From an optimization exercise on the open Yosys and OpenROAD flow, aimed at small area and a short achievable clock period; shortcuts taken in it are not production practice.
Only simulation tests tie the RTL to the original design; equivalence was not proved.

## flow/design.v (module list and top-level ports; edited modules follow where they fit)
// module PrefixAdd32: 169 lines
// module ConvEngine: 852 lines
module ConvEngine (
    input         clk,
    input         rst,
    input  [31:0] DMAport,
    input         acc_enable,
    input         acc_clear,
    output [31:0] result
);
  // ...
==> flow/run.sh <==
#!/bin/bash
# synth_recipe.tcl (not shown) runs the flow's synth.tcl, then flattens the netlist and writes it again
# the make line also repeats each setting of config.mk as NAME=value (left out here)
make -C /OpenROAD-flow-scripts/flow DESIGN_CONFIG=/design/flow/config.mk WORK_HOME=/design/flow/orfs CLKGATE_MAP_FILE= SYNTH_SCRIPT=/design/flow/synth_recipe.tcl finish
==> flow/config.mk <==
export PLATFORM = sky130hd
export DESIGN_NAME = ConvEngine
export DESIGN_NICKNAME = ConvEngine
export VERILOG_FILES = /design/flow/design.v
export SDC_FILE = /design/flow/constraint.sdc
export NUM_CORES = 4
export LEC_CHECK = 0
export CAP_MARGIN = 20
export CORE_MARGIN = 2
export CORE_UTILIZATION = 40
export CTS_BUF_LIST = sky130_fd_sc_hd__clkbuf_8
export SETUP_SLACK_MARGIN = 5
export SLEW_MARGIN = 20
export SYNTH_HIERARCHICAL = 1
export SYNTH_MINIMUM_KEEP_SIZE = 0
==> flow/constraint.sdc <==
create_clock -name core_clock -period 10.0 [get_ports {clk}]
set_input_delay 2.0000 -clock core_clock [delete_from_list [all_inputs] [get_ports {clk}]]
set_output_delay 2.0000 -clock core_clock [all_outputs]
set_load 0.01 [all_outputs]
==> flow_summary.json, run 1 <==
{
  "status": "no timing/DRC/antenna violations",
  "top_layer_used": "met4",
  "final_area_sq_um": 23300,
  "num_tap_cells": 672,
  "overflow": 0,
  "h-tree-depth": 2,
  "gp_congestion": 0.884,
  "worst-setup-path-type": "flip-flop to output port",
  "n_all_inverters": 259,
  "grt.busiest_layer": "met2",
  "wl_met1_mm": 20.5,
  "post-route-min-period_ns": 4.93,
  "fin_setup_tns_ns": 0,
  "die-area_sq_um": 53100,
  "cts_resized": 36,
  "yosys.area.top_type_share_pct": 21.1,
  "die_h_um": 230,
  "dominant_cells": "multi-input gates",
  "synth_commonest_cells": "inv_1, dfrtp_1, fa_1",
  "max_stage_delay_ns": 0.38,
  "antenna_found_initial": 0,
  "ios": 68,
  "cts.clk_slew.worst_paths_ns": 0.06,
  "r2r_slack_ns": 5.22,
  "insertion_delay_ns": 0.67,
  "crit_end": "result[27]",
  "cp_cell_sequence": "o211ai_1 -> a211oi_2 -> buf_4 -> o2111ai_4 -> o211ai_4 -> a31oi_4 -> nor2b_2 -> a31o_1 -> xor2_1 -> dlygate4sd2_1",
  "largest-register": "acc_p"
}
==> run 2: changes to the inputs <==
==> flow/flow/run.sh (new file) <==
#!/bin/bash
# The standard layout, with plain buffers (not delay cells) on the ports and repair aiming at
# 5.5 ns of setup slack.
set -euo pipefail
bash standard.sh "BUFFER_PORTS_ARGS=-buffer_cell sky130_fd_sc_hd__buf_2" SETUP_SLACK_MARGIN=5.5 finish > flow_make.log 2>&1
==> flow/standard.sh (new file) <==
#!/bin/bash
# synth_recipe.tcl (not shown) runs the flow's synth.tcl, then flattens the netlist and writes it again
# the make line also repeats each setting of config.mk as NAME=value (left out here)
make -C /OpenROAD-flow-scripts/flow DESIGN_CONFIG=/design/flow/config.mk WORK_HOME=/design/flow/orfs CLKGATE_MAP_FILE= SYNTH_SCRIPT=/design/flow/synth_recipe.tcl "${@:-finish}"
--- a/flow/config.mk
+++ b/flow/config.mk
@@ -8,7 +8,6 @@
 export CAP_MARGIN = 20
 export CORE_MARGIN = 2
 export CORE_UTILIZATION = 40
-export CTS_BUF_LIST = sky130_fd_sc_hd__clkbuf_8
 export SETUP_SLACK_MARGIN = 5
 export SLEW_MARGIN = 20
 export SYNTH_HIERARCHICAL = 1
removed: flow/run.sh
==> flow_summary.json, run 2 <==
{
  "core-area_sq_um": 50400,
  "final_nets": 2279,
  "drt-pass1-iter-count": 6,
  "largest_reg_flops": 32,
  "path_max_fanout": 6,
  "final_common_cell": "inv_1",
  "netlist_instances": 1814,
  "placed_area_sq_um": 21600,
  "ys_top_cells_by_area": "edfxtp_1, dfrtp_1, fa_1",
  "synth_largest_area_cell": "edfxtp_1",
  "insertion_delay_ns": 0.56,
  "cpMaxStageDelayCell": "fa_2",
  "track_usage_pct": 18.6,
  "syn_to_final_growth_pct": 21.1,
  "wl_per_cell_um": 18.3,
  "root_buffer": "clkbuf_16",
  "gp_congestion": 0.879,
  "synth_edf_count": 144,
  "drc": 0,
  "drt-total-wl_mm": 49.4,
  "worstPathArrival_ns": 5.10,
  "grt_max_degree": 176,
  "hold_viol": 0,
  "dp.cells": 2486,
  "worstPathRequired_ns": 10.42,
  "antenna_found_initial": 0,
  "worst_pin_slew_ns": 1.07,
  "dp_slack_ns": 4.81,
  "vias": 13893,
  "grt_pass1_wl_mm": 78.0,
  "cts_tree": "yes",
  "final_area_sq_um": 24800,
  "synthFlopType": "dfrtp_1",
  "ant_nets": 0,
  "syn_area_sq_um": 20500,
  "worst-setup-path-type": "flip-flop to flip-flop",
  "antennaDiodeCount": 0,
  "grt_pass1_vias": 14149,
  "skew_ns": 0.0182,
  "clockBufferDepth": 3,
  "initial_utilization_pct": 40.7,
  "fin_setup_tns_ns": 0,
  "synth_seq_cells": 319,
  "post-route-min-period_ns": 4.69,
  "max_cap_viol_count": 0,
  "max_stage_delay_ns": 0.60,
  "status": "no timing/DRC/antenna violations",
  "cp_cell_sequence": "buf_4 -> a22oi_2 -> xnor2_2 -> fa_2 -> inv_2 -> fa_2 -> inv_2 -> fa_2 -> fa_1 -> inv_1 -> fa_2 -> inv_2 -> fa_2 -> ha_1 -> mux2i_1 -> nor2_1",
  "initialDrtViolationCount": 976,
  "yosys.area.top_type_share_pct": 21.1,
  "clock_sinks": 319,
  "syn_avg_cell_area_sq_um": 11.3,
  "ios": 68,
  "h-tree-depth": 2,
  "die-area_sq_um": 53100,
  "post-dp-hpwl_mm": 33.2,
  "drive_above_1_share_pct": 29.8,
  "slew_viol_final": 0,
  "rsz0062_at_grt": "true",
  "fin_ws_ns": 5.31,
  "final_util_pct": 49.3,
  "synth_cell_types": 86,
  "fmax_mhz": 213,
  "die_h_um": 230,
  "synth-async-reset-ratio_pct": 54.9,
  "endpoint_kind": "flip-flop",
  "largest-register": "acc_p",
  "fin_crit_sh_pct": 46.9,
  "final_cell_mix": "inv_1, edfxtp_1, buf_4, fa_1, nand2_1",
  "overflow": 0,
  "viasPerCell": 5.15,
  "ys_warn_count": 7,
  "crit_path_start_kind": "flip-flop",
  "relSlewSlack_pct": 28.9,
  "port-buffer-count": 63,
  "fin_cells": 2696,
  "yosysSeqAreaShare_pct": 42.5,
  "cts_hold_buf": 0,
  "hold_path.class": "flip-flop to flip-flop",
  "synth.most_common_cell": "inv_1",
  "die_x_um": 230,
  "report.final.setup_viol": 0,
  "fill_cells": 4433,
  "cts_buffers": 37,
  "num_rows": 82,
  "synth_commonest_cells": "inv_1, dfrtp_1, fa_1",
  "cpMostUsedCell": "fa_2",
  "cts.clk_slew.worst_paths_ns": 0.06
}
==> run 2: worst paths after layout <==
check / endpoint / depth (start not counted) / slack, ns / startpoint
worst max-delay path: acc_p[8] / 16 / 5.31 / XP[20]
worst min-delay path: XP[12] / 2 / 0.44 / R0[12]
worst max register to register: acc_p[8] / 16 / 5.31 / XP[20]
worst min register to register: XP[12] / 2 / 0.44 / R0[12]
max in group asynchronous: acc_p[3] / 3 / 7.42 / rst
min in group asynchronous: lr[1] / 3 / 1.67 / rst
==> run 2: worst max-delay path, delay by kind of cell (launching register included) <==
family,cells,cell delay (ns)
AO/OA/AOI/OAI,1,0.16
multiplexers,1,0.14
adder cells (fa/ha/maj),7,3.27
XOR/XNOR,1,0.12
flip-flops,1,0.47
AND/OR/NAND/NOR,1,0.05
buffers and inverters,5,0.35
==> run 2: layout make-up <==
class / instances / area, sq um / share of cell area [%]
clock buffers: 49 / 1050 / 4.24
clock inverters: 16 / 106 / 0.428
inverters: 259 / 976 / 3.93
multi-input cells: 1157 / 11400 / 45.9
flip-flops and latches: 319 / 8800 / 35.4
well taps: 672 / 841 / 3.38
repair buffers: 224 / 1660 / 6.70
==> run 2: modules after synthesis (local to each module, per instance) <==
| module | flops+latches | copies in the design | cells inside | cell area [sq um] |
|---|---|---|---|---|
| ConvEngine | 319 | 1 | 1697 | 19700 |
| PrefixAdd32 | 0 | 1 | 117 | 853 |
==> run 2: cells by family after synthesis <==
logic type / count (synthesis) / synth area share (%)
other cells: 1 / 0.0183
simple gates: 329 / 7.39
buf+inv: 359 / 6.73
compound gates: 348 / 13.1
xor+xnor: 161 / 6.87
fa+ha+maj: 245 / 20.8
flops: 319 / 42.5
mux: 52 / 2.61
==> run 2: stage by stage <==
stage	hold WS (ns)
floorplan	0.422
global placement	0.430
detailed placement	0.434
CTS	0.440
global route	0.466
finish	0.440
==> run 2: timing repair <==
action,in CTS,in global routing
endpoints found under the setup margin,48,61
setup buffers,100,45
pin swaps,108,112
resized for setup,178,116
==> run 2: per-layer routing <==
layer  global-route usage, %  part of all wire, %  vias up
met5                       0                    0        -
met2                    31.9                   50      294
li1                        -                    -     6506
met1                    24.7                   45     7029
met4                    5.02                  2.0        0
met3                    2.38                  3.8       64
==> run 3: changes to the inputs <==
==> flow/flow/run.sh (replaced) <==
#!/bin/bash
# The standard layout, with plain buffers (not delay cells) on the ports and repair aiming at
# 6.0 ns of setup slack.
set -euo pipefail
bash standard.sh "BUFFER_PORTS_ARGS=-buffer_cell sky130_fd_sc_hd__buf_2" SETUP_SLACK_MARGIN=6.0 finish > flow_make.log 2>&1
==> flow_summary.json, run 3 <==
{
  "status": "no timing/DRC/antenna violations",
  "cts_tree": "yes",
  "synth_edf_count": 144,
  "fin_ws_ns": 5.32,
  "fill_cells": 4437,
  "grt_pass1_wl_mm": 79.1,
  "wl_per_cell_um": 18.7,
  "post-route-min-period_ns": 4.68,
  "synth.most_common_cell": "inv_1",
  "dp_slack_ns": 4.62,
  "ys_top_cells_by_area": "edfxtp_1, dfrtp_1, fa_1",
  "clockBufferDepth": 3,
  "cpMaxStageDelayCell": "dfrtp_2",
  "dp.cells": 2487,
  "cpMostUsedCell": "buf_6",
  "gp_congestion": 0.881,
  "h-tree-depth": 2,
  "synth_fa_ha_area_share_pct": 20.8,
  "endpoint_kind": "output port",
  "synth_seq_cells": 319,
  "grt_max_degree": 75,
  "slew_viol_final": 0,
  "synth_largest_area_cell": "edfxtp_1",
  "die_h_um": 230,
  "crit_path_start_kind": "flip-flop",
  "synth-async-reset-ratio_pct": 54.9,
  "relSlewSlack_pct": 34.1,
  "drt-total-wl_mm": 49.8,
  "worstPathRequired_ns": 8.00,
  "hold_viol": 0,
  "max_stage_delay_ns": 0.39,
  "track_usage_pct": 18.9,
  "path_max_fanout": 4,
  "core-area_sq_um": 50400,
  "syn_to_final_growth_pct": 22.4,
  "synth_compound_area_share_pct": 13.1,
  "initialDrtViolationCount": 955,
  "report.final.setup_viol": 0,
  "drive_above_1_share_pct": 30.1,
  "ant_nets": 0,
  "max_cap_viol_count": 0,
  "final_nets": 2249,
  "fin_setup_tns_ns": 0,
  "cp_cell_sequence": "buf_12 -> nand4_1 -> buf_6 -> a211oi_4 -> buf_6 -> o2111ai_4 -> o211ai_4 -> nand3_2 -> o211ai_2 -> a31oi_1 -> xnor2_1 -> buf_2",
  "cts_buffers": 36,
  "drt-pass1-iter-count": 6,
  "fmax_mhz": 214,
  "final_cell_mix": "inv_1, edfxtp_1, fa_1, nand2_1, nor2_1",
  "largest-register": "acc_p",
  "drc": 0,
  "synth_top_family_by_area": "adder cells",
  "clock_sinks": 319,
  "root_buffer": "clkbuf_16",
  "hold_path.class": "flip-flop to flip-flop",
  "insertion_delay_ns": 0.55,
  "fin_crit_sh_pct": 46.8,
  "yosys.area_share.simple_pct": 7.39,
  "antennaDiodeCount": 0,
  "cts.clk_slew.worst_paths_ns": 0.06,
  "initial_utilization_pct": 40.7,
  "worstPathArrival_ns": 2.68,
  "synth-xor-area-share_pct": 6.87,
  "port-buffer-count": 63,
  "worst-setup-path-type": "flip-flop to output port",
  "num_rows": 82,
  "worst_pin_slew_ns": 0.987,
  "die_x_um": 230,
  "ios": 68,
  "rsz0062_at_grt": "true",
  "largest_reg_flops": 32,
  "vias": 13859,
  "syn_area_sq_um": 20500,
  "fin_hold_ws_ns": 0.441,
  "post-dp-hpwl_mm": 33.1,
  "r2r_slack_ns": 5.35,
  "ys_warn_count": 7,
  "overflow": 0,
  "viasPerCell": 5.20,
  "synth.area.mux_share_pct": 2.61,
  "die-area_sq_um": 53100,
  "yosys.area.top_type_share_pct": 21.1,
  "grt_pass1_vias": 14323,
  "syn_avg_cell_area_sq_um": 11.3,
  "skew_ns": 0.0216,
  "synth_commonest_cells": "inv_1, dfrtp_1, fa_1",
  "final_util_pct": 49.9,
  "netlist_instances": 1814,
  "synthFlopType": "dfrtp_1",
  "final_common_cell": "inv_1",
  "cts_hold_buf": 0,
  "yosysSeqAreaShare_pct": 42.5,
  "antenna_found_initial": 0,
  "synth_cell_types": 86,
  "fin_cells": 2667
}
==> run 3: modules after synthesis, one instance, submodules excluded <==
module       cells inside  cell area (sq um)  flops+latches
PrefixAdd32           117                853              0
ConvEngine           1697              19700            319
==> run 3: cells by family after synthesis <==
group,after synthesis
flip-flops,319
adder cells (fa/ha/maj),245
AND/OR/NAND/NOR,329
AO/OA/AOI/OAI,348
buffers and inverters,359
other,1
XOR/XNOR,161
multiplexers,52
==> run 3: area by class of cell <==
cell class	instances	area (sq um)	share of cell area, %
multi-input cells	1158	11800	46.9
flip-flops and latches	319	8810	35.1
repair buffers	194	1570	6.26
clock buffers	50	1010	4.04
inverters	259	976	3.89
well taps	672	841	3.35
clock inverters	15	126	0.503
==> run 3: timing repair <==
item,4_1_cts,5_1_grt
gates cloned,1,3
buffers inserted,89,22
gates resized for setup,206,100
endpoints found under the hold margin,0,0
setup endpoints to repair,126,158
pin swaps,108,115
==> run 3: worst paths after layout <==
check | startpoint | to | depth (start not counted)
min in group asynchronous | rst | Ws[0] | 2
hold / removal | R0[8] | XP[8] | 2
max in group asynchronous | rst | acc_p[15] | 4
setup reg to reg | XP[20] | acc_p[7] | 15
setup / recovery | acc_p[9] | result[31] | 12
hold reg to reg | R0[8] | XP[8] | 2
==> run 3: critical path: cells and delay by family (launching register included) <==
family / cells / cell delay (ns)
AOI/OAI and AO/OA: 5 / 0.79
xor gates and xnor gates: 1 / 0.13
buffers and inverters: 4 / 0.58
DFF: 1 / 0.39
and+or+nand+nor: 2 / 0.25
==> run 3: metal layers <==
layer / vias to the layer above / track usage, % / wire length (um) / share of wire, %
met5: - / 0 / 0 / 0
met4: 0 / 6.59 / 1570 / 3.2
met3: 95 / 2.85 / 2210 / 4.4
met2: 336 / 31.3 / 24100 / 48
met1: 6966 / 25.4 / 21900 / 44
li1: 6462 / - / - / -
==> run 3: per-stage QoR <==
step	cell area (sq um)
2_1_floorplan	21100
3_3_place_gp	21900
3_5_place_dp	21900
4_1_cts	24400
5_1_grt	25100
6_report	25100
==> run 4: changes to the inputs <==
==> flow/flow/run.sh (replaced) <==
#!/bin/bash
# The standard layout, with plain buffers (not delay cells) on the ports.
set -euo pipefail
bash standard.sh "BUFFER_PORTS_ARGS=-buffer_cell sky130_fd_sc_hd__buf_2" finish > flow_make.log 2>&1
==> flow_summary.json, run 4 <==
{
  "cpMostUsedCell": "buf_4",
  "final_cell_mix": "inv_1, fa_1, dfrtp_1, edfxtp_1, nand2_1",
  "drive_above_1_share_pct": 12.1,
  "ios": 68,
  "yosys.area.top_type_share_pct": 21.1,
  "largest-register": "acc_p",
  "ff_latch_area_sq_um": 8720,
  "gp_congestion": 0.881,
  "drc": 0,
  "track_usage_pct": 17.8,
  "post-dp-hpwl_mm": 33.0,
  "final_nets": 2139,
  "syn_area_sq_um": 20500,
  "synthFlopType": "dfrtp_1",
  "cts_tree": "yes",
  "worst_pin_slew_ns": 0.951,
  "port-buffer-count": 63,
  "root_buffer": "clkbuf_16",
  "synth_commonest_cells": "inv_1, dfrtp_1, fa_1",
  "h-tree-depth": 2,
  "synth_seq_cells": 319,
  "cpMaxStageDelayCell": "dfrtp_2",
  "worstPathArrival_ns": 2.83,
  "ant_nets": 0,
  "yosysSeqAreaShare_pct": 42.5,
  "skew_ns": 0.0155,
  "report.final.setup_viol": 0,
  "ys_warn_count": 7,
  "slew_viol_final": 0,
  "drt-total-wl_mm": 46.3,
  "syn_to_final_growth_pct": 11.1,
  "insertion_delay_ns": 0.56,
  "antennaDiodeCount": 0,
  "cts_buffers": 36,
  "synth-async-reset-ratio_pct": 54.9,
  "endpoint_kind": "output port",
  "clock_sinks": 319,
  "clockBufferDepth": 3,
  "wl_per_cell_um": 18.1,
  "path_max_fanout": 4,
  "die-area_sq_um": 53100,
  "viasPerCell": 5.14,
  "drt-pass1-iter-count": 10,
  "crit_buf_inv": 3,
  "multi_input_area_sq_um": 10600,
  "relSlewSlack_pct": 36.6,
  "synth_largest_area_cell": "edfxtp_1",
  "cts.clk_slew.worst_paths_ns": 0.06,
  "synth_edf_count": 144,
  "post-route-min-period_ns": 4.83,
  "max_stage_delay_ns": 0.44,
  "hold_path.class": "flip-flop to flip-flop",
  "final_common_cell": "inv_1",
  "grt_max_degree": 176,
  "syn_avg_cell_area_sq_um": 11.3,
  "status": "no timing/DRC/antenna violations",
  "fin_hold_ws_ns": 0.440,
  "fmax_mhz": 207,
  "cp_cell_sequence": "o211ai_1 -> buf_4 -> a211oi_2 -> buf_4 -> o2111ai_2 -> o211ai_4 -> a31oi_4 -> nor2b_2 -> a31o_1 -> xor2_1 -> buf_2",
  "largest_reg_flops": 32,
  "netlist_instances": 1814,
  "fill_cells": 4649,
  "synth.most_common_cell": "inv_1",
  "grt_pass1_wl_mm": 74.4,
  "worst-setup-path-type": "flip-flop to output port",
  "die_x_um": 230,
  "initialDrtViolationCount": 881,
  "antenna_found_initial": 0,
  "crit_path_start_kind": "flip-flop",
  "ys_top_cells_by_area": "edfxtp_1, dfrtp_1, fa_1",
  "vias": 13150,
  "overflow": 0,
  "critical-path-top-delay-family": "compound AO/OA/AOI/OAI gates",
  "core-area_sq_um": 50400,
  "rsz0062_at_grt": "true",
  "hold_viol": 0,
  "grt_pass1_vias": 13374,
  "fin_setup_tns_ns": 0,
  "synth_cell_types": 86,
  "num_rows": 82,
  "initial_utilization_pct": 40.7,
  "worstPathRequired_ns": 8.00,
  "die_h_um": 230,
  "fin_crit_sh_pct": 48.3,
  "max_cap_viol_count": 0
}
==> run 4: metal layers <==
layer,vias to the layer above,routed length (um),share of wire [%],track usage [%]
met5,-,0,0,0
met4,0,1020,2.2,5.08
met3,63,2120,4.6,2.72
met2,319,22300,48,29.5
met1,6552,20800,45,24.2
li1,6216,-,-,-
==> run 4: path summary, 6_finish.rpt <==
path / from / endpoint / slack [ns] / depth (start not counted)
worst min-delay path: R0[5] / XP[5] / 0.44 / 2
worst min register to register: R0[5] / XP[5] / 0.44 / 2
worst max-delay path: acc_g[1] / result[27] / 5.17 / 11
min in group asynchronous: rst / lr[1] / 1.71 / 3
worst max register to register: acc_g[3] / acc_p[9] / 5.24 / 17
max in group asynchronous: rst / acc_p[6] / 7.55 / 3
==> run 4: through the flow <==
step | setup WS (ns) | std cells | instance area (sq um) | utilization (%)
after floorplan | 5.25 | 1835 | 20600 | -
after CTS | 5.03 | 2554 | 22700 | 45.1
after global placement | 4.90 | 2487 | 21600 | 42.8
after detailed placement | 4.85 | 2487 | 21600 | 42.8
final | 5.17 | 2558 | 22800 | 45.3
after global routing | 4.97 | 2558 | 22800 | 45.3
==> run 4: final cells by class <==
type	count	area share (%)
Clock buffer	54	4.56
Clock inverter	12	0.412
Inverter	259	4.28
Multi-Input combinational cell	1157	46.6
Sequential cell	319	38.3
Tap cell	672	3.69
Timing Repair Buffer	85	2.17
==> run 4: kinds of logic (layout without fill, tap and decap cells) <==
kind of cell / after synthesis / count (layout) / synth area share (%)
other cells: 1 / 22 / 0.0183
simple gates: 329 / 329 / 7.39
flops: 319 / 319 / 42.5
buf+inv: 359 / 410 / 6.73
mux: 52 / 52 / 2.61
xor+xnor: 161 / 161 / 6.87
compound gates: 348 / 348 / 13.1
fa+ha+maj: 245 / 245 / 20.8
==> run 4: what timing repair did <==
action,in CTS,in global routing
endpoints found under the setup margin,2,18
hold buffers,0,0
gates resized for setup,1,17
pin swaps,0,4
buffers inserted,1,4
==> run 4: worst reg2reg max path: stages, from the launching register on <==
cell and delay [ns]:
dfrtp_1 0.39, inv_1 0.08, fa_1 0.41, fa_1 0.47, fa_1 0.54, inv_1 0.06
ha_4 0.23, a21o_1 0.18, and2_4 0.17, or2_2 0.31, o21ai_1 0.14, nand2b_1 0.09
fa_1 0.44, xor2_1 0.18, fa_1 0.45, ha_1 0.29, mux2i_1 0.13, nor2_1 0.05
==> run 4: per-module statistics from Yosys (local to each module, per instance) <==
module       cell area [sq um]  times used  cells inside  flip-flops and latches
ConvEngine               19700           1          1697                     319
PrefixAdd32                853           1           117                       0
==> run 5: changes to the inputs <==
==> flow/flow/run.sh (replaced) <==
#!/bin/bash
# The standard layout, with two changes: plain buffers (not delay cells) on the ports, and, between
# synthesis and floorplan, flow/polarity.py removes the inverters that Yosys's full-adder
# extraction leaves between full adders (it flips full adders, which are self-dual, instead).
set -euo pipefail
PORTBUF="BUFFER_PORTS_ARGS=-buffer_cell sky130_fd_sc_hd__buf_2"
bash standard.sh "$PORTBUF" synth > flow_synth.log 2>&1
NET=orfs/results/sky130hd/ConvEngine/base/1_2_yosys.v
cp "$NET" 1_2_yosys_before_polarity.v
python3 flow/polarity.py "$NET" > flow_polarity.log 2>&1
sleep 1
touch "$NET"
bash standard.sh "$PORTBUF" finish > flow_make.log 2>&1
==> flow/flow/polarity.py (new file) <==
#!/usr/bin/env python3
"""Removes inverters around full adders in a flat sky130 gate-level netlist by flipping the
polarity of full adders (a full adder is self-dual: FA(~a,~b,~c) = (~sum, ~cout)).

usage: polarity.py NETLIST.v   (rewrites the file in place; prints a summary)

Every inverter (not driving a port) is removed and its loads read (base net, polarity); each
full adder may be flipped, which complements its input pins and its outputs; flips are chosen by
local search to minimise the number of nets that still need an inverted copy; one inv_1 per such
net is then added. Registers and all other cells are left as they are."""
import re
import sys

OUT_PINS = {"X", "Y", "Q", "Q_N", "SUM", "COUT", "HI", "LO", "GCLK"}
INV = re.compile(r"sky130_fd_sc_hd__(clk)?inv_\d+$")
FA = re.compile(r"sky130_fd_sc_hd__fa_\d+$")


def main():
    path = sys.argv[1]
    text = open(path).read()
    m = re.search(r"^module ConvEngine\(.*?^endmodule", text, re.S | re.M)
    body = m.group(0)
    cell_re = re.compile(r"^(\s*)(sky130_fd_sc_hd__\w+)\s+(\S+)\s*\((.*?)\);\n", re.S | re.M)
    cells = []
    for cm in cell_re.finditer(body):
        pins = [(p, n.strip()) for p, n in re.findall(r"\.(\w+)\(([^()]*)\)", cm.group(4))]
        cells.append({"type": cm.group(2), "name": cm.group(3), "pins": pins, "span": cm.span()})
    outports = set()
    for decl in re.findall(r"^\s*output\s+(\[\d+:\d+\])?\s*(\S+);", body, re.M):
        rng, nm = decl
        if rng:
            hi, lo = map(int, rng[1:-1].split(":"))
            for i in range(min(hi, lo), max(hi, lo) + 1):
                outports.add(f"{nm}[{i}]")
        else:
            outports.add(nm)
    driver = {}
    for c in cells:
        for p, n in c["pins"]:
            if p in OUT_PINS:
                driver[n] = (c, p)
    # inverters that can go: not driving a port, input not a constant
    removable = set()
    for c in cells:
        if INV.match(c["type"]):
            pins = dict(c["pins"])
            if pins.get("Y") in outports or "'" in pins.get("A", "'"):
                continue
            removable.add(c["name"])

    def base(n):
        pol = 0
        while n in driver and driver[n][0]["name"] in removable:
            n = dict(driver[n][0]["pins"])["A"]
            pol ^= 1
        return n, pol

    fa_of_net = {}
    fas = [c for c in cells if FA.match(c["type"])]
    for i, c in enumerate(fas):
        c["fa"] = i
        for p, n in c["pins"]:
            if p in ("SUM", "COUT"):
                fa_of_net[n] = i
    # loads: (cell, pin index, base, pol)
    loads = []
    for c in cells:
        if c["name"] in removable:
            continue
        for k, (p, n) in enumerate(c["pins"]):
            if p in OUT_PINS or "'" in n:
                continue
            b, pol = base(n)
            loads.append((c, k, b, pol))
    for n in outports:
        pass  # port nets keep their drivers (inverters driving ports are kept)
    by_base = {}
    for ld in loads:
        by_base.setdefault(ld[2], []).append(ld)
    f = [0] * len(fas)

    def need(ld):
        c, k, b, pol = ld
        v = pol ^ (f[fa_of_net[b]] if b in fa_of_net else 0)
        if "fa" in c:
            v ^= f[c["fa"]]
        return v

    def base_cost(b):
        return 1 if any(need(ld) for ld in by_base.get(b, [])) else 0

    # bases touched by each FA: its outputs and the bases of its inputs
    touch = []
    for c in fas:
        s = set()
        for p, n in c["pins"]:
            if p in ("SUM", "COUT"):
                s.add(n)
            else:
                s.add(base(n)[0])
        touch.append(s)
    before = sum(base_cost(b) for b in by_base)
    improved = True
    rounds = 0
    while improved and rounds < 50:
        improved = False
        rounds += 1
        for i in range(len(fas)):
            old = sum(base_cost(b) for b in touch[i])
            f[i] ^= 1
            new = sum(base_cost(b) for b in touch[i])
            if new < old:
                improved = True
            else:
                f[i] ^= 1
    after = sum(base_cost(b) for b in by_base)
    # rewrite; the output nets of flipped full adders are renamed (they now carry the complement)
    ren = {}
    for c in fas:
        if f[c["fa"]]:
            for k, (p, n) in enumerate(c["pins"]):
                if p in ("SUM", "COUT"):
                    ren[n] = f"polflip_{len(ren)}"
                    c["pins"][k] = (p, ren[n])
    newnets = {}
    newcells = []
    for b, lds in by_base.items():
        if any(need(ld) for ld in lds):
            nn = f"polinv_{len(newnets)}"
            newnets[b] = nn
            bb = ren.get(b, b)
            bb = bb + " " if bb.startswith("\\") else bb
            newcells.append(f"  sky130_fd_sc_hd__inv_1 {nn}_cell (\n    .A({bb}),\n    .Y({nn})\n  );\n")
    for ld in loads:
        c, k, b, pol = ld
        p, _ = c["pins"][k]
        c["pins"][k] = (p, newnets[b] if need(ld) else ren.get(b, b))
    for c in fas:
        if f[c["fa"]]:
            pass  # outputs keep their nets; their meaning is complemented, accounted for in need()
    out = []
    pos = 0
    for c in cells:
        s, e = c["span"]
        out.append(body[pos:s])
        pos = e
        if c["name"] in removable:
            continue
        pins = ",\n".join(f"    .{p}({n + ' ' if n.startswith(chr(92)) else n})" for p, n in c["pins"])
        out.append(f"  {c['type']} {c['name']} (\n{pins}\n  );\n")
    rest = body[pos:]
    decl = "".join(f"  wire {nn};\n" for nn in list(newnets.values()) + list(ren.values()))
    newbody = "".join(out)
    # declarations go right after the module header line
    hdr_end = newbody.index(";\n") + 2
    newbody = newbody[:hdr_end] + decl + newbody[hdr_end:] + "".join(newcells) + rest
    # drop declarations of nets nothing connects to any more (outputs of removed inverters)
    used = set()
    for c in cells:
        if c["name"] not in removable:
            used.update(n for p, n in c["pins"])
    dead = set()
    for c in cells:
        if c["name"] in removable:
            y = dict(c["pins"])["Y"]
            if y not in used and y not in outports:
                dead.add(y)
    def keep(line):
        dm = re.match(r"^\s*wire\s+(\S+)\s*;\s*$", line)
        if dm:
            nm = dm.group(1)
            return not (nm in dead or (nm.startswith("\\") and nm in dead))
        return True
    lines = newbody.split("\n")
    newbody = "\n".join(l for l in lines if keep(l))
    text = text[:m.start()] + newbody + text[m.end():]
    open(path, "w").write(text)
    print(f"full adders {len(fas)}, flipped {sum(f)}; inverters removed {len(removable)}, "
          f"added {len(newnets)} (before flipping {before}); rounds {rounds}")


if __name__ == "__main__":
    main()
==> flow_summary.json, run 5 <==
{
  "status": "no timing/DRC/antenna violations",
  "initial_utilization_pct": 40.3,
  "syn_area_sq_um": 20000,
  "max_cap_viol_count": 0,
  "cts.clk_slew.worst_paths_ns": 0.06,
  "clockBufferDepth": 3,
  "hold_end": "XP[17]",
  "die_h_um": 228,
  "fin_crit_sh_pct": 48.3,
  "fin_setup_tns_ns": 0,
  "worstPathRequired_ns": 8.00,
  "crit_buf_inv": 2,
  "gp_congestion": 0.844,
  "port-buffer-count": 63,
  "r2r_slack_ns": 5.18,
  "final_area_sq_um": 22400,
  "die_x_um": 228,
  "hold_depth": 2,
  "worst_pin_slew_ns": 0.979,
  "endpoint_kind": "output port",
  "worst-setup-path-type": "flip-flop to output port",
  "track_usage_pct": 17.7,
  "final_cell_mix": "fa_1, dfrtp_1, edfxtp_1, inv_1, nand2_1",
  "die-area_sq_um": 51900,
  "h-tree-depth": 2,
  "placed_area_sq_um": 21100,
  "viasPerCell": 5.28,
  "hold_path.class": "flip-flop to flip-flop",
  "insertion_delay_ns": 0.55,
  "antenna_found_initial": 1,
  "cts_buffers": 37,
  "drive_above_1_share_pct": 13.0,
  "fin_hold_ws_ns": 0.447,
  "wl_per_cell_um": 18.5,
  "skew_ns": 0.0160,
  "cts_tree": "yes",
  "cp_cell_sequence": "o211ai_1 -> buf_4 -> a211oi_4 -> o2111ai_1 -> o211ai_4 -> nand3_2 -> o211ai_2 -> a31oi_1 -> xnor2_1 -> buf_2",
  "post-dp-hpwl_mm": 32.2,
  "r2r-start": "bn[10]",
  "syn_avg_cell_area_sq_um": 11.9,
  "worstPathArrival_ns": 2.83,
  "path_max_fanout": 4,
  "largest_reg_flops": 32,
  "ys_warn_count": 7,
  "clock_sinks": 319,
  "slew_viol_final": 0,
  "hp-start": "R0[17]",
  "cts_hold_buf": 0,
  "relSlewSlack_pct": 34.7,
  "drt-pass1-iter-count": 5,
  "r2r_cells": 11,
  "grt_pass1_vias": 13367,
  "grt_max_degree": 176,
  "worstReg2RegEnd": "acc_p[9]",
  "antennaDiodeCount": 0,
  "hold_viol": 0,
  "report.final.setup_viol": 0,
  "ios": 68,
  "drc": 0,
  "grt_pass1_wl_mm": 73.5,
  "largest-register": "acc_p",
  "critical-path-top-delay-family": "compound AO/OA/AOI/OAI gates",
  "overflow": 0,
  "num_rows": 82,
  "post-route-min-period_ns": 4.83,
  "syn_to_final_growth_pct": 11.6,
  "dp_slack_ns": 4.88,
  "core-area_sq_um": 49800,
  "netlist_instances": 1688,
  "initialDrtViolationCount": 1015,
  "drt-total-wl_mm": 45.0,
  "final_util_pct": 44.9,
  "vias": 12835,
  "fin_ws_ns": 5.17,
  "root_buffer": "clkbuf_16",
  "fmax_mhz": 207,
  "final_nets": 2010,
  "cpMaxStageDelayCell": "dfrtp_1",
  "crit_path_start_kind": "flip-flop",
  "ant_nets": 0,
  "max_stage_delay_ns": 0.43,
  "rsz0062_at_grt": "true",
  "final_common_cell": "fa_1"
}
==> run 5: per-stage QoR <==
step	std cells
floorplan	1709
global placement	2360
detailed placement	2360
CTS	2427
global route	2429
finish	2429
==> run 5: how the worst max path moves through the flow <==
stage,slack [ns],end,cells past startpoint,start
floorplan,5.11,bc[0],8,DMAport[0]
global placement,4.92,V[6],12,DMAport[2]
detailed placement,4.88,V[6],12,DMAport[2]
CTS,5.02,result[31],9,acc_p[7]
global route,4.96,acc_p[15],17,acc_p[2]
finish,5.17,result[31],10,acc_p[2]
==> run 5: what timing repair did <==
| action | CTS | global route |
|---|---|---|
| cloned | 0 | 0 |
| buffers inserted | 0 | 2 |
| pin swaps | 0 | 5 |
| endpoints found under the setup margin | 1 | 10 |
| resized for setup | 2 | 13 |
==> run 5: metal layers <==
layer,up-vias,part of all wire [%],track usage [%],wire length [um]
met5,-,0.029,0,13
met4,2,2.2,5.18,994
met3,62,4.5,2.53,2020
met2,318,48,28.8,21500
met1,6478,45,24.7,20400
li1,5975,-,-,-
==> run 5: final cells by class <==
cell class | instances | area [sq um]
clock buffer | 54 | 1080
clock inverter | 13 | 141
fill | 4511 | 27400
inverter | 133 | 503
multi-input combinational | 1157 | 10600
sequential | 319 | 8720
tap | 672 | 841
timing repair buffer | 81 | 465
==> run 5: worst min-delay path, delay by kind of cell (launching register included) <==
family | cells | cell delay [ns]
flip-flops | 1 | 0.32
AND/OR/NAND/NOR | 2 | 0.09
==> run 6: changes to the inputs <==
--- a/flow/flow/polarity.py
+++ b/flow/flow/polarity.py
@@ -8,6 +8,7 @@
 full adder may be flipped, which complements its input pins and its outputs; flips are chosen by
 local search to minimise the number of nets that still need an inverted copy; one inv_1 per such
 net is then added. Registers and all other cells are left as they are."""
+import random
 import re
 import sys
 
@@ -101,19 +102,35 @@
                 s.add(base(n)[0])
         touch.append(s)
     before = sum(base_cost(b) for b in by_base)
-    improved = True
+    rng = random.Random(1)
+
+    def descend():
+        rounds = 0
+        improved = True
+        while improved and rounds < 100:
+            improved = False
+            rounds += 1
+            for i in range(len(fas)):
+                old = sum(base_cost(b) for b in touch[i])
+                f[i] ^= 1
+                new = sum(base_cost(b) for b in touch[i])
+                if new < old or (new == old and rng.random() < 0.3):
+                    improved = improved or new < old
+                else:
+                    f[i] ^= 1
+        return sum(base_cost(b) for b in by_base)
+
+    best, bestf = descend(), list(f)
+    for attempt in range(60):
+        f[:] = [rng.randint(0, 1) if attempt % 2 else x for x in bestf]
+        if attempt % 2 == 0:
+            for _ in range(8):
+                f[rng.randrange(len(f))] ^= 1
+        cost = descend()
+        if cost < best:
+            best, bestf = cost, list(f)
+    f[:] = bestf
     rounds = 0
-    while improved and rounds < 50:
-        improved = False
-        rounds += 1
-        for i in range(len(fas)):
-            old = sum(base_cost(b) for b in touch[i])
-            f[i] ^= 1
-            new = sum(base_cost(b) for b in touch[i])
-            if new < old:
-                improved = True
-            else:
-                f[i] ^= 1
     after = sum(base_cost(b) for b in by_base)
     # rewrite; the output nets of flipped full adders are renamed (they now carry the complement)
     ren = {}
--- a/flow/config.mk
+++ b/flow/config.mk
@@ -7,7 +7,7 @@
 export LEC_CHECK = 0
 export CAP_MARGIN = 20
 export CORE_MARGIN = 2
-export CORE_UTILIZATION = 40
+export CORE_UTILIZATION = 55
 export SETUP_SLACK_MARGIN = 5
 export SLEW_MARGIN = 20
 export SYNTH_HIERARCHICAL = 1
==> flow_summary.json, run 6 <==
{
  "syn_area_sq_um": 20000,
  "syn_to_final_growth_pct": 11.4,
  "clock_sinks": 319,
  "report.final.setup_viol": 0,
  "hp-start": "R0[20]",
  "relSlewSlack_pct": 37.2,
  "final_cell_mix": "fa_1, edfxtp_1, dfrtp_1, inv_1, nand2_1",
  "antennaDiodeCount": 0,
  "antenna_found_initial": 0,
  "drt-pass1-iter-count": 8,
  "hold_viol": 0,
  "grt_pass1_wl_mm": 72.4,
  "core-area_sq_um": 35700,
  "post-dp-hpwl_mm": 32.2,
  "largest_reg_flops": 32,
  "max_cap_viol_count": 0,
  "largest-register": "acc_p",
  "netlist_instances": 1686,
  "slew_viol_final": 0,
  "gp_congestion": 0.854,
  "ys_warn_count": 7,
  "post-route-min-period_ns": 4.91,
  "cts_hold_buf": 0,
  "cp_cell_sequence": "o211ai_1 -> buf_4 -> a211oi_4 -> o2111ai_2 -> o211ai_4 -> buf_6 -> a31oi_4 -> nor2b_2 -> a31o_1 -> xor2_1 -> buf_2",
  "drive_above_1_share_pct": 14.9,
  "initial_utilization_pct": 56.0,
  "die_h_um": 195,
  "hold_path.class": "flip-flop to flip-flop",
  "syn_avg_cell_area_sq_um": 11.9,
  "fin_setup_tns_ns": 0,
  "grt_max_degree": 76,
  "track_usage_pct": 24.6,
  "worstPathRequired_ns": 8.00,
  "port-buffer-count": 63,
  "ios": 68,
  "wl_per_cell_um": 20.2,
  "viasPerCell": 5.76,
  "overflow": 0,
  "path_max_fanout": 5,
  "status": "no timing/DRC/antenna violations",
  "fin_ws_ns": 5.09,
  "cpMaxStageDelayCell": "dfrtp_2",
  "skew_ns": 0.0176,
  "fin_crit_sh_pct": 49.1,
  "insertion_delay_ns": 0.57,
  "drc": 0,
  "die_x_um": 195,
  "max_stage_delay_ns": 0.45,
  "die-area_sq_um": 38000,
  "final_common_cell": "fa_1",
  "num_rows": 69,
  "startpoint": "acc_p[3]",
  "worst-setup-path-type": "flip-flop to output port",
  "h-tree-depth": 2,
  "final_nets": 2023,
  "rsz0062_at_grt": "true",
  "fmax_mhz": 204,
  "crit_path_start_kind": "flip-flop",
  "worstPathArrival_ns": 2.91,
  "r2r-start": "XP[20]",
  "vias": 12843,
  "fill_cells": 2871,
  "ant_nets": 0,
  "root_buffer": "clkbuf_16",
  "worst_pin_slew_ns": 0.941,
  "grt_pass1_vias": 13088,
  "drt-total-wl_mm": 45.1,
  "clockBufferDepth": 3,
  "cts.clk_slew.worst_paths_ns": 0.06,
  "cts_buffers": 36,
  "dp_slack_ns": 5.05,
  "cts_tree": "yes",
  "initialDrtViolationCount": 966,
  "endpoint_kind": "output port"
}
==> run 6: per-stage QoR <==
| stage | std cells | area, sq um | util (%) | hold slack [ns] |
|---|---|---|---|---|
| floorplan | 1707 | 20100 | - | 0.422 |
| global placement | 2151 | 20800 | 58.2 | 0.427 |
| detailed placement | 2151 | 20800 | 58.2 | 0.434 |
| CTS | 2218 | 22100 | 61.8 | 0.447 |
| global route | 2229 | 22300 | 62.5 | 0.462 |
| finish | 2229 | 22300 | 62.5 | 0.447 |
==> run 6: per-layer routing <==
| metal | GRT usage, % | vias up | part of all wire, % | wire (um) |
|---|---|---|---|---|
| li1 | - | 5993 | - | - |
| met5 | 0 | - | 0 | 0 |
| met2 | 38.6 | 318 | 47 | 21200 |
| met1 | 36.2 | 6474 | 46 | 20800 |
| met3 | 3.04 | 58 | 4.6 | 2090 |
| met4 | 7.86 | 0 | 2.4 | 1080 |
==> run 6: cell type report <==
| type | count | area [sq um] | area share (%) |
|---|---|---|---|
| tap | 461 | 577 | 2.58 |
| clock buffer | 46 | 970 | 4.34 |
| clock inverter | 18 | 244 | 1.09 |
| timing repair buffer | 97 | 587 | 2.63 |
| inverter | 131 | 495 | 2.22 |
| sequential | 319 | 8740 | 39.2 |
| multi-input combinational | 1157 | 10700 | 48.0 |
==> run 6: worst max-delay path: cells and delay by family, from the launching register on <==
family                    cells  cell delay, ns
AOI/OAI and AO/OA             6            1.12
DFF                           1            0.45
xor gates and xnor gates      1            0.14
buffers and inverters         3            0.47
and+or+nand+nor               1            0.16
==> run 6: path summary, 6_finish.rpt <==
| kind | end | slack [ns] | cells past startpoint |
|---|---|---|---|
| min reg2reg | XP[20] | 0.45 | 2 |
| min in group asynchronous | acc_p[26] | 1.62 | 2 |
| max in group asynchronous | XP[22] | 6.89 | 3 |
| max reg2reg | acc_p[11] | 5.20 | 12 |
| max | result[27] | 5.09 | 11 |
| min | XP[20] | 0.45 | 2 |
==> run 6: repair_timing <==
action | CTS | global route
setup buffers | 3 | 11
gates resized for setup | 8 | 37
pin swaps | 3 | 17
endpoints found under the setup margin | 7 | 19
==> run 7: changes to the inputs <==
--- a/flow/config.mk
+++ b/flow/config.mk
@@ -7,7 +7,9 @@
 export LEC_CHECK = 0
 export CAP_MARGIN = 20
 export CORE_MARGIN = 2
-export CORE_UTILIZATION = 55
+export CORE_UTILIZATION = 40
+export CTS_CLUSTER_DIAMETER = 80
+export CTS_CLUSTER_SIZE = 25
 export SETUP_SLACK_MARGIN = 5
 export SLEW_MARGIN = 20
 export SYNTH_HIERARCHICAL = 1
==> flow_summary.json, run 7 <==
{
  "worstPathArrival_ns": 2.84,
  "netlist_instances": 1686,
  "cts_tree": "yes",
  "final_cell_mix": "fa_1, dfrtp_1, edfxtp_1, inv_1, nand2_1",
  "largest_reg_flops": 32,
  "antennaDiodeCount": 0,
  "grt_max_degree": 176,
  "drt-pass1-iter-count": 6,
  "fill_cells": 4623,
  "cp_cell_sequence": "o211ai_1 -> buf_4 -> a211oi_4 -> o2111ai_2 -> o211ai_4 -> a31oi_4 -> nor2b_2 -> a31o_1 -> xor2_1 -> buf_2",
  "wl_per_cell_um": 18.8,
  "drc": 0,
  "final_nets": 1994,
  "grt_pass1_vias": 13097,
  "die_h_um": 228,
  "die-area_sq_um": 51900,
  "cpMaxStageDelayCell": "dfrtp_1",
  "cts_hold_buf": 0,
  "initialDrtViolationCount": 945,
  "r2r-start": "acc_p[4]",
  "vias": 12590,
  "grt_use_met2_pct": 29.6,
  "relSlewSlack_pct": 36.6,
  "startpoint": "acc_p[2]",
  "ys_warn_count": 7,
  "fin_crit_sh_pct": 48.4,
  "num_rows": 82,
  "grt_pass1_wl_mm": 72.9,
  "hp-start": "R0[16]",
  "clock_sinks": 319,
  "syn_to_final_growth_pct": 8.84,
  "fin_cells": 2399,
  "ant_nets": 0,
  "max_cap_viol_count": 0,
  "fin_setup_tns_ns": 0,
  "cts.clk_slew.worst_paths_ns": 0.09,
  "ios": 68,
  "core-area_sq_um": 49800,
  "path_max_fanout": 4,
  "grt_use_met1_pct": 24.1,
  "hold_path.class": "flip-flop to flip-flop",
  "status": "no timing/DRC/antenna violations",
  "root_buffer": "clkbuf_16",
  "track_usage_pct": 17.5,
  "skew_ns": 0.0356,
  "initial_utilization_pct": 40.3,
  "hold_viol": 0,
  "antenna_found_initial": 0,
  "gp_congestion": 0.848,
  "grt.busiest_layer": "met2",
  "die_x_um": 228,
  "worstPathRequired_ns": 8.00,
  "dp.cells": 2358,
  "worst-setup-path-type": "flip-flop to output port",
  "insertion_delay_ns": 0.55,
  "post-dp-hpwl_mm": 33.0,
  "endpoint_kind": "output port",
  "fmax_mhz": 206,
  "slew_viol_final": 0,
  "drt-total-wl_mm": 45.0,
  "crit_path_start_kind": "flip-flop",
  "use_met3_pct": 2.26,
  "port-buffer-count": 63,
  "overflow": 0,
  "syn_area_sq_um": 20000,
  "syn_avg_cell_area_sq_um": 11.9,
  "clockBufferDepth": 3,
  "rsz0062_at_grt": "true",
  "post-route-min-period_ns": 4.84,
  "h-tree-depth": 1,
  "max_stage_delay_ns": 0.46,
  "viasPerCell": 5.25,
  "worst_pin_slew_ns": 0.952,
  "largest-register": "acc_p",
  "report.final.setup_viol": 0,
  "cts_buffers": 20,
  "final_common_cell": "fa_1",
  "drive_above_1_share_pct": 12.2
}
## run 7: worst paths after layout
check                        endpoint  slack (ns)  cells after the start
min                            XP[16]        0.46                      2
max in group asynchronous    acc_p[9]        7.52                      3
max                        result[27]        5.16                     10
min in group asynchronous     wrow[2]        1.76                      3
max reg2reg                  acc_p[9]        5.20                     15
min reg2reg                    XP[16]        0.46                      2
## run 7: per-stage QoR
stage                     utilization [%]  area [sq um]  setup slack, ns  hold WS, ns
after CTS                            43.7         21700             5.01        0.458
after global placement               42.4         21100             4.93        0.427
after floorplan                         -         20100             5.11        0.422
final                                43.8         21800             5.16        0.455
after detailed placement             42.4         21100             4.83        0.430
after global routing                 43.8         21800             4.98        0.477
## run 7: cell type report
| type | instances | area, sq um | area share, % |
|---|---|---|---|
| timing repair buffer | 84 | 488 | 2.24 |
| sequential | 319 | 8730 | 40.0 |
| inverter | 131 | 495 | 2.27 |
| clock inverter | 11 | 118 | 0.539 |
| tap | 672 | 841 | 3.86 |
| clock buffer | 25 | 519 | 2.38 |
| multi-input combinational | 1157 | 10600 | 48.7 |
## run 7: per-layer routing
layer  vias up  part of all wire (%)  routed length, um
li1       5919                     -                  -
met1      6379                    45              20200
met2       242                    50              22300
met3        50                   3.5               1570
met4         0                   2.2                968
met5         -                     0                  0
## run 7: what timing repair did
action,CTS,global route
cloned,0,0
endpoints found under the setup margin,1,16
resized for setup,2,16
setup buffers,0,5
pin swaps,0,4
## run 7: worst max-delay path: cells and delay by family (launching register included)
family	cells	cell delay [ns]
AO/OA/AOI/OAI	6	1.14
XOR/XNOR	1	0.20
buffers and inverters	2	0.33
flip-flops	1	0.46
AND/OR/NAND/NOR	1	0.16
==> run 8: changes to the inputs <==
--- a/flow/config.mk
+++ b/flow/config.mk
@@ -8,8 +8,6 @@
 export CAP_MARGIN = 20
 export CORE_MARGIN = 2
 export CORE_UTILIZATION = 40
-export CTS_CLUSTER_DIAMETER = 80
-export CTS_CLUSTER_SIZE = 25
 export SETUP_SLACK_MARGIN = 5
 export SLEW_MARGIN = 20
 export SYNTH_HIERARCHICAL = 1
==> flow_summary.json, run 8 <==
{
  "status": "no timing/DRC/antenna violations",
  "hold_viol": 0,
  "crit_path_start_kind": "flip-flop",
  "max_cap_viol_count": 0,
  "wl_per_cell_um": 18.7,
  "root_buffer": "clkbuf_16",
  "ff_latch_area_sq_um": 8720,
  "relSlewSlack_pct": 34.5,
  "endpoint_kind": "output port",
  "cts_tree": "yes",
  "num_rows": 82,
  "h-tree-depth": 2,
  "post-route-min-period_ns": 4.88,
  "gp_congestion": 0.848,
  "netlist_instances": 1686,
  "track_usage_pct": 17.9,
  "core-area_sq_um": 49800,
  "die-area_sq_um": 51900,
  "insertion_delay_ns": 0.56,
  "ant_nets": 0,
  "worstPathArrival_ns": 2.88,
  "post-dp-hpwl_mm": 33.0,
  "ios": 68,
  "r2r_cells": 12,
  "drt-pass1-iter-count": 6,
  "final_util_pct": 45.0,
  "report.final.setup_viol": 0,
  "grt_pass1_wl_mm": 73.8,
  "grt_pass1_vias": 13327,
  "vias": 12696,
  "r2r-start": "bn[4]",
  "largest_reg_flops": 32,
  "initial_utilization_pct": 40.3,
  "final_cell_mix": "fa_1, dfrtp_1, edfxtp_1, inv_1, nand2_1",
  "fmax_mhz": 205,
  "fill_cells": 4584,
  "viasPerCell": 5.22,
  "multi_input_area_sq_um": 10600,
  "final_nets": 2010,
  "hold_end": "XP[5]",
  "skew_ns": 0.0145,
  "largest-register": "acc_p",
  "syn_to_final_growth_pct": 11.8,
  "final_common_cell": "fa_1",
  "hp-start": "R0[5]",
  "syn_avg_cell_area_sq_um": 11.9,
  "antennaDiodeCount": 0,
  "ys_warn_count": 7,
  "placed_area_sq_um": 21100,
  "fin_setup_tns_ns": 0,
  "slew_viol_final": 0,
  "worstPathRequired_ns": 8.00,
  "fin_ws_ns": 5.12,
  "cts_buffers": 37,
  "final_area_sq_um": 22400,
  "grt_max_degree": 176,
  "initialDrtViolationCount": 1003,
  "die_x_um": 228,
  "hold_path.class": "flip-flop to flip-flop",
  "clockBufferDepth": 3,
  "syn_area_sq_um": 20000,
  "drive_above_1_share_pct": 13.1,
  "dp_slack_ns": 4.83,
  "overflow": 0,
  "port-buffer-count": 63,
  "rsz0062_at_grt": "true",
  "hold_depth": 2,
  "drt-total-wl_mm": 45.4,
  "worstReg2RegEnd": "acc_p[10]",
  "r2r_slack_ns": 5.21,
  "cts.clk_slew.worst_paths_ns": 0.06,
  "clock_sinks": 319,
  "worst_pin_slew_ns": 0.982,
  "die_h_um": 228,
  "antenna_found_initial": 0,
  "worst-setup-path-type": "flip-flop to output port",
  "fin_crit_sh_pct": 48.8,
  "drc": 0,
  "path_max_fanout": 5
}
run 8: stage by stage:
stage	instances	hold slack [ns]
3_3_place_gp	2358	0.427
6_report	2430	0.442
5_1_grt	2430	0.468
4_1_cts	2426	0.444
2_1_floorplan	1707	0.422
3_5_place_dp	2358	0.430
run 8: repair_timing:
item / 4_1_cts / 5_1_grt
hold buffers: 0 / 0
gates resized for setup: 2 / 16
cloned: 0 / 0
setup buffers: 0 / 4
pin swaps: 0 / 5
setup endpoints to repair: 1 / 16
run 8: worst max-delay path by stage:
stage               start         end  slack (ns)  depth (start not counted)
2_1_floorplan  DMAport[0]       bc[0]        5.11                          8
3_3_place_gp   DMAport[2]        V[6]        4.93                         12
3_5_place_dp   DMAport[2]        V[6]        4.83                         12
4_1_cts          acc_p[9]  result[27]        5.01                          9
5_1_grt          acc_p[2]   acc_p[15]        4.96                         17
6_report         acc_p[3]  result[27]        5.12                         10
run 8: final cells by class:
class	count	area share (%)
multi-input cells	1157	47.5
flip-flops and latches	319	38.9
clock buffers	55	4.71
well taps	672	3.75
inverters	131	2.21
repair buffers	83	2.14
clock inverters	13	0.765
run 8: worst max-delay path: stages, from the launching register on:
cell	delay, ns
dfrtp_1	0.47
o211ai_1	0.13
buf_4	0.16
a211oi_4	0.34
o2111ai_2	0.18
o211ai_4	0.18
a31oi_4	0.15
nor2b_2	0.16
a31o_1	0.17
xor2_1	0.20
buf_2	0.17
run 8: metal layers:
metal	up-vias	track usage, %	wire (um)
li1	5971	-	-
met1	6420	24.2	20200
met2	237	29.9	22500
met3	68	2.74	1720
met4	0	5.18	980
met5	-	0	0
==> run 9: changes to the inputs <==
--- a/flow/config.mk
+++ b/flow/config.mk
@@ -8,6 +8,8 @@
 export CAP_MARGIN = 20
 export CORE_MARGIN = 2
 export CORE_UTILIZATION = 40
+export CTS_CLUSTER_DIAMETER = 90
+export CTS_CLUSTER_SIZE = 30
 export SETUP_SLACK_MARGIN = 5
 export SLEW_MARGIN = 20
 export SYNTH_HIERARCHICAL = 1
==> flow_summary.json, run 9 <==
{
  "status": "no timing/DRC/antenna violations",
  "ff_latch_area_sq_um": 8730,
  "vias": 12604,
  "max_cap_viol_count": 0,
  "drive_above_1_share_pct": 12.2,
  "r2r_slack_ns": 5.23,
  "track_usage_pct": 17.5,
  "fin_hold_ws_ns": 0.457,
  "drt-pass1-iter-count": 6,
  "num_rows": 82,
  "startpoint": "acc_p[2]",
  "hold_viol": 0,
  "drc": 0,
  "die_h_um": 228,
  "r2r-start": "bn[4]",
  "drt-total-wl_mm": 45.0,
  "grt_pass1_wl_mm": 72.9,
  "core-area_sq_um": 49800,
  "port-buffer-count": 63,
  "grt_pass1_vias": 13102,
  "final_area_sq_um": 21800,
  "worstPathArrival_ns": 2.82,
  "worst-setup-path-type": "flip-flop to output port",
  "path_max_fanout": 4,
  "wl_per_cell_um": 18.8,
  "slew_viol_final": 0,
  "overflow": 0,
  "fin_crit_sh_pct": 48.2,
  "worstReg2RegEnd": "acc_p[9]",
  "largest_reg_flops": 32,
  "cts_buffers": 18,
  "clockBufferDepth": 3,
  "final_cell_mix": "fa_1, dfrtp_1, edfxtp_1, inv_1, nand2_1",
  "fmax_mhz": 207,
  "rsz0062_at_grt": "true",
  "crit_path_start_kind": "flip-flop",
  "gp_congestion": 0.848,
  "worstPathRequired_ns": 8.00,
  "hold_path.class": "flip-flop to flip-flop",
  "antennaDiodeCount": 0,
  "fin_setup_tns_ns": 0,
  "viasPerCell": 5.26,
  "ios": 68,
  "cts_hold_buf": 0,
  "crit_end": "result[27]",
  "antenna_found_initial": 0,
  "root_buffer": "clkbuf_16",
  "post-route-min-period_ns": 4.82,
  "relSlewSlack_pct": 36.5,
  "h-tree-depth": 1,
  "syn_area_sq_um": 20000,
  "ant_nets": 0,
  "report.final.setup_viol": 0,
  "placed_area_sq_um": 21100,
  "die_x_um": 228,
  "multi_input_area_sq_um": 10600,
  "final_util_pct": 43.9,
  "largest-register": "acc_p",
  "syn_to_final_growth_pct": 8.93,
  "grt_max_degree": 176,
  "clock_sinks": 319,
  "insertion_delay_ns": 0.55,
  "worst_pin_slew_ns": 0.953,
  "skew_ns": 0.0401,
  "r2r_cells": 12,
  "initialDrtViolationCount": 954,
  "endpoint_kind": "output port",
  "netlist_instances": 1686,
  "ys_warn_count": 7,
  "fill_cells": 4634,
  "final_nets": 1995,
  "cts_tree": "yes",
  "die-area_sq_um": 51900,
  "initial_utilization_pct": 40.3,
  "syn_avg_cell_area_sq_um": 11.9,
  "post-dp-hpwl_mm": 33.0,
  "cts.clk_slew.worst_paths_ns": 0.10,
  "final_common_cell": "fa_1"
}
-- run 9: stage by stage --
| stage | std cells | setup slack, ns |
|---|---|---|
| 2_1_floorplan | 1707 | 5.11 |
| 3_3_place_gp | 2358 | 4.93 |
| 3_5_place_dp | 2358 | 4.83 |
| 4_1_cts | 2390 | 5.01 |
| 5_1_grt | 2398 | 4.95 |
| 6_report | 2398 | 5.18 |
-- run 9: worst min path at each step --
stage | start | to | slack (ns) | depth (start not counted)
floorplan | R0[0] | XP[0] | 0.42 | 2
global placement | R0[6] | XP[6] | 0.43 | 2
detailed placement | R0[16] | XP[16] | 0.43 | 2
CTS | R0[6] | XP[6] | 0.46 | 2
global route | R0[6] | XP[6] | 0.48 | 2
finish | R0[16] | XP[16] | 0.46 | 2
-- run 9: area by class of cell --
class	instances	area share (%)
Multi-Input combinational cell	1157	48.7
Sequential cell	319	40.0
Tap cell	672	3.85
Clock buffer	26	2.35
Timing Repair Buffer	87	2.34
Inverter	131	2.27
Clock inverter	6	0.487
-- run 9: layer usage --
metal  track usage [%]  wire (um)  vias to the layer above
li1                  -          -                     5916
met1              24.2      20100                     6392
met4              4.09       1020                        0
met2              29.6      22200                      245
met5                 0          0                        -
met3              2.14       1620                       51
-- run 9: worst max-delay path: stages, from the launching register on --
cell	delay [ns]
dfrtp_1	0.45
o211ai_1	0.12
buf_4	0.16
a211oi_4	0.35
o2111ai_2	0.18
o211ai_4	0.18
a31oi_4	0.15
nor2b_2	0.16
a31o_1	0.17
xor2_1	0.20
buf_2	0.17
-- run 9: what timing repair did --
item / in CTS / in global routing
endpoints found under the hold margin: 0 / 0
resized for setup: 0 / 20
endpoints found under the setup margin: 0 / 17
buffers inserted: 0 / 8
==> run 10: changes to the inputs <==
--- a/flow/flow/run.sh
+++ b/flow/flow/run.sh
@@ -10,4 +10,4 @@
 python3 flow/polarity.py "$NET" > flow_polarity.log 2>&1
 sleep 1
 touch "$NET"
-bash standard.sh "$PORTBUF" finish > flow_make.log 2>&1
+bash standard.sh "$PORTBUF" SETUP_SLACK_MARGIN=5.2 finish > flow_make.log 2>&1
--- a/flow/config.mk
+++ b/flow/config.mk
@@ -8,9 +8,8 @@
 export CAP_MARGIN = 20
 export CORE_MARGIN = 2
 export CORE_UTILIZATION = 40
-export CTS_CLUSTER_DIAMETER = 90
-export CTS_CLUSTER_SIZE = 30
 export SETUP_SLACK_MARGIN = 5
 export SLEW_MARGIN = 20
 export SYNTH_HIERARCHICAL = 1
 export SYNTH_MINIMUM_KEEP_SIZE = 0
+export TNS_END_PERCENT = 5
==> flow_summary.json, run 10 <==
{
  "h-tree-depth": 2,
  "worst_pin_slew_ns": 0.936,
  "cts.clk_slew.worst_paths_ns": 0.06,
  "num_rows": 82,
  "worstPathRequired_ns": 8.00,
  "post-route-min-period_ns": 4.77,
  "grt_pass1_vias": 13307,
  "root_buffer": "clkbuf_16",
  "final_area_sq_um": 22600,
  "skew_ns": 0.0149,
  "r2r_cells": 13,
  "largest-register": "acc_p",
  "fin_setup_tns_ns": 0,
  "hold_depth": 2,
  "vias": 12854,
  "drt-pass1-iter-count": 7,
  "netlist_instances": 1686,
  "antennaDiodeCount": 0,
  "grt_pass1_wl_mm": 74.8,
  "drt-total-wl_mm": 46.1,
  "fin_crit_sh_pct": 47.7,
  "viasPerCell": 5.26,
  "antenna_found_initial": 0,
  "syn_area_sq_um": 20000,
  "fill_cells": 4548,
  "die_h_um": 228,
  "status": "no timing/DRC/antenna violations",
  "cts_tree": "yes",
  "worst-setup-path-type": "flip-flop to output port",
  "track_usage_pct": 18.1,
  "post-dp-hpwl_mm": 32.7,
  "overflow": 0,
  "endpoint_kind": "output port",
  "drive_above_1_share_pct": 16.9,
  "clock_sinks": 319,
  "slew_viol_final": 0,
  "final_common_cell": "fa_1",
  "die_x_um": 228,
  "fmax_mhz": 210,
  "drc": 0,
  "worstPathArrival_ns": 2.77,
  "ys_warn_count": 7,
  "path_max_fanout": 5,
  "final_nets": 2024,
  "grt_max_degree": 176,
  "placed_area_sq_um": 21100,
  "cts_buffers": 38,
  "initialDrtViolationCount": 1077,
  "port-buffer-count": 63,
  "hold_path.class": "flip-flop to flip-flop",
  "core-area_sq_um": 49800,
  "report.final.setup_viol": 0,
  "ant_nets": 0,
  "gp_congestion": 0.870,
  "max_cap_viol_count": 0,
  "syn_to_final_growth_pct": 12.9,
  "relSlewSlack_pct": 37.6,
  "initial_utilization_pct": 40.3,
  "syn_avg_cell_area_sq_um": 11.9,
  "crit_path_start_kind": "flip-flop",
  "fin_hold_ws_ns": 0.433,
  "die-area_sq_um": 51900,
  "final_util_pct": 45.5,
  "final_cell_mix": "fa_1, edfxtp_1, inv_1, dfrtp_1, nand2_1",
  "wl_per_cell_um": 18.9,
  "largest_reg_flops": 32,
  "clockBufferDepth": 3,
  "ios": 68,
  "rsz0062_at_grt": "true",
  "hold_viol": 0,
  "insertion_delay_ns": 0.55
}
[run 10: area by class of cell]
cell class	count	area (sq um)	area share [%]
multi-input combinational	1157	10700	47.4
timing repair buffer	96	578	2.56
clock buffer	45	997	4.41
inverter	131	495	2.19
sequential	319	8770	38.8
tap	672	841	3.72
clock inverter	23	225	0.996
[run 10: worst paths after layout]
path / from / to / slack, ns
max: acc_p[3] / result[26] / 5.23
min: R0[0] / XP[0] / 0.43
min in group asynchronous: rst / lr[1] / 1.75
max in group asynchronous: rst / acc_p[11] / 7.53
min reg2reg: R0[0] / XP[0] / 0.43
max reg2reg: bo[4] / acc_p[9] / 5.30
[run 10: metrics by stage]
step                      std cells  worst slack (ns)
after floorplan                1707              4.31
after global placement         2358              4.92
after detailed placement       2358              4.85
after CTS                      2432              5.16
after global routing           2443              5.12
final                          2443              5.23
[run 10: critical path, stage by stage, from the launching register on]
cell	delay (ns)
dfrtp_2	0.44
o211ai_1	0.11
buf_4	0.16
a211oi_2	0.18
buf_4	0.18
o2111ai_4	0.12
o211ai_4	0.18
a31oi_4	0.15
o21ai_1	0.22
xor2_1	0.28
buf_2	0.19
[run 10: routing by layer]
metal | routed length, um | share of wire, % | up-vias | GRT usage (%)
met2 | 22300 | 48 | 297 | 29.6
met1 | 20800 | 45 | 6489 | 25.3
li1 | - | - | 6009 | -
met5 | 0 | 0 | - | 0
met3 | 1960 | 4.3 | 59 | 2.40
met4 | 1080 | 2.3 | 0 | 5.30
[run 10: timing repair]
| action | CTS | global route |
|---|---|---|
| endpoints found under the setup margin | 15 | 33 |
| setup buffers | 6 | 11 |
| gates cloned | 0 | 0 |
| pin swaps | 4 | 14 |
| resized for setup | 14 | 58 |
| hold buffers | 0 | 0 |

-- what the ideal ports hide --
The results above use ideal ports. As a check the final layouts listed here were re-extracted and re-timed, cells and wires unchanged. Step 1, drivers: a clkbuf_16 drives clk and a buf_2 each remaining input, both assumed. Step 2 times the ports against the registers' clock, not the clock port: input delays grow and output delays shrink by t, the midpoint of the rising clock arrivals with the driver on. Three values: no drivers, after step 1, after step 2; two values: the first two.
run	shift t [ns]	setup slack, ns	slew at the worst register clock pin (ns)
run 1	0.702	5.069 / 5.016 / 4.674	0.06 / 0.06
run 2	0.613	5.314 / 5.265 / 5.209	0.06 / 0.06
run 3	0.597	5.319 / 5.267 / 5.353	0.06 / 0.06
run 4	0.604	5.172 / 5.116 / 4.924	0.06 / 0.06
run 5	0.599	5.175 / 5.119 / 4.887	0.06 / 0.06
run 6	0.613	5.093 / 5.040 / 5.201	0.07 / 0.07
run 7	0.589	5.157 / 5.102 / 4.862	0.10 / 0.10
run 8	0.611	5.121 / 5.065 / 4.852	0.06 / 0.06
run 9	0.584	5.177 / 5.121 / 4.851	0.11 / 0.11
run 10	0.604	5.234 / 5.178 / 4.879	0.06 / 0.06
After both steps every run listed still meets setup and hold. For run 1, which loses most, drivers alone change the setup slack by -0.053 ns; drivers and shift together by -0.395 ns.
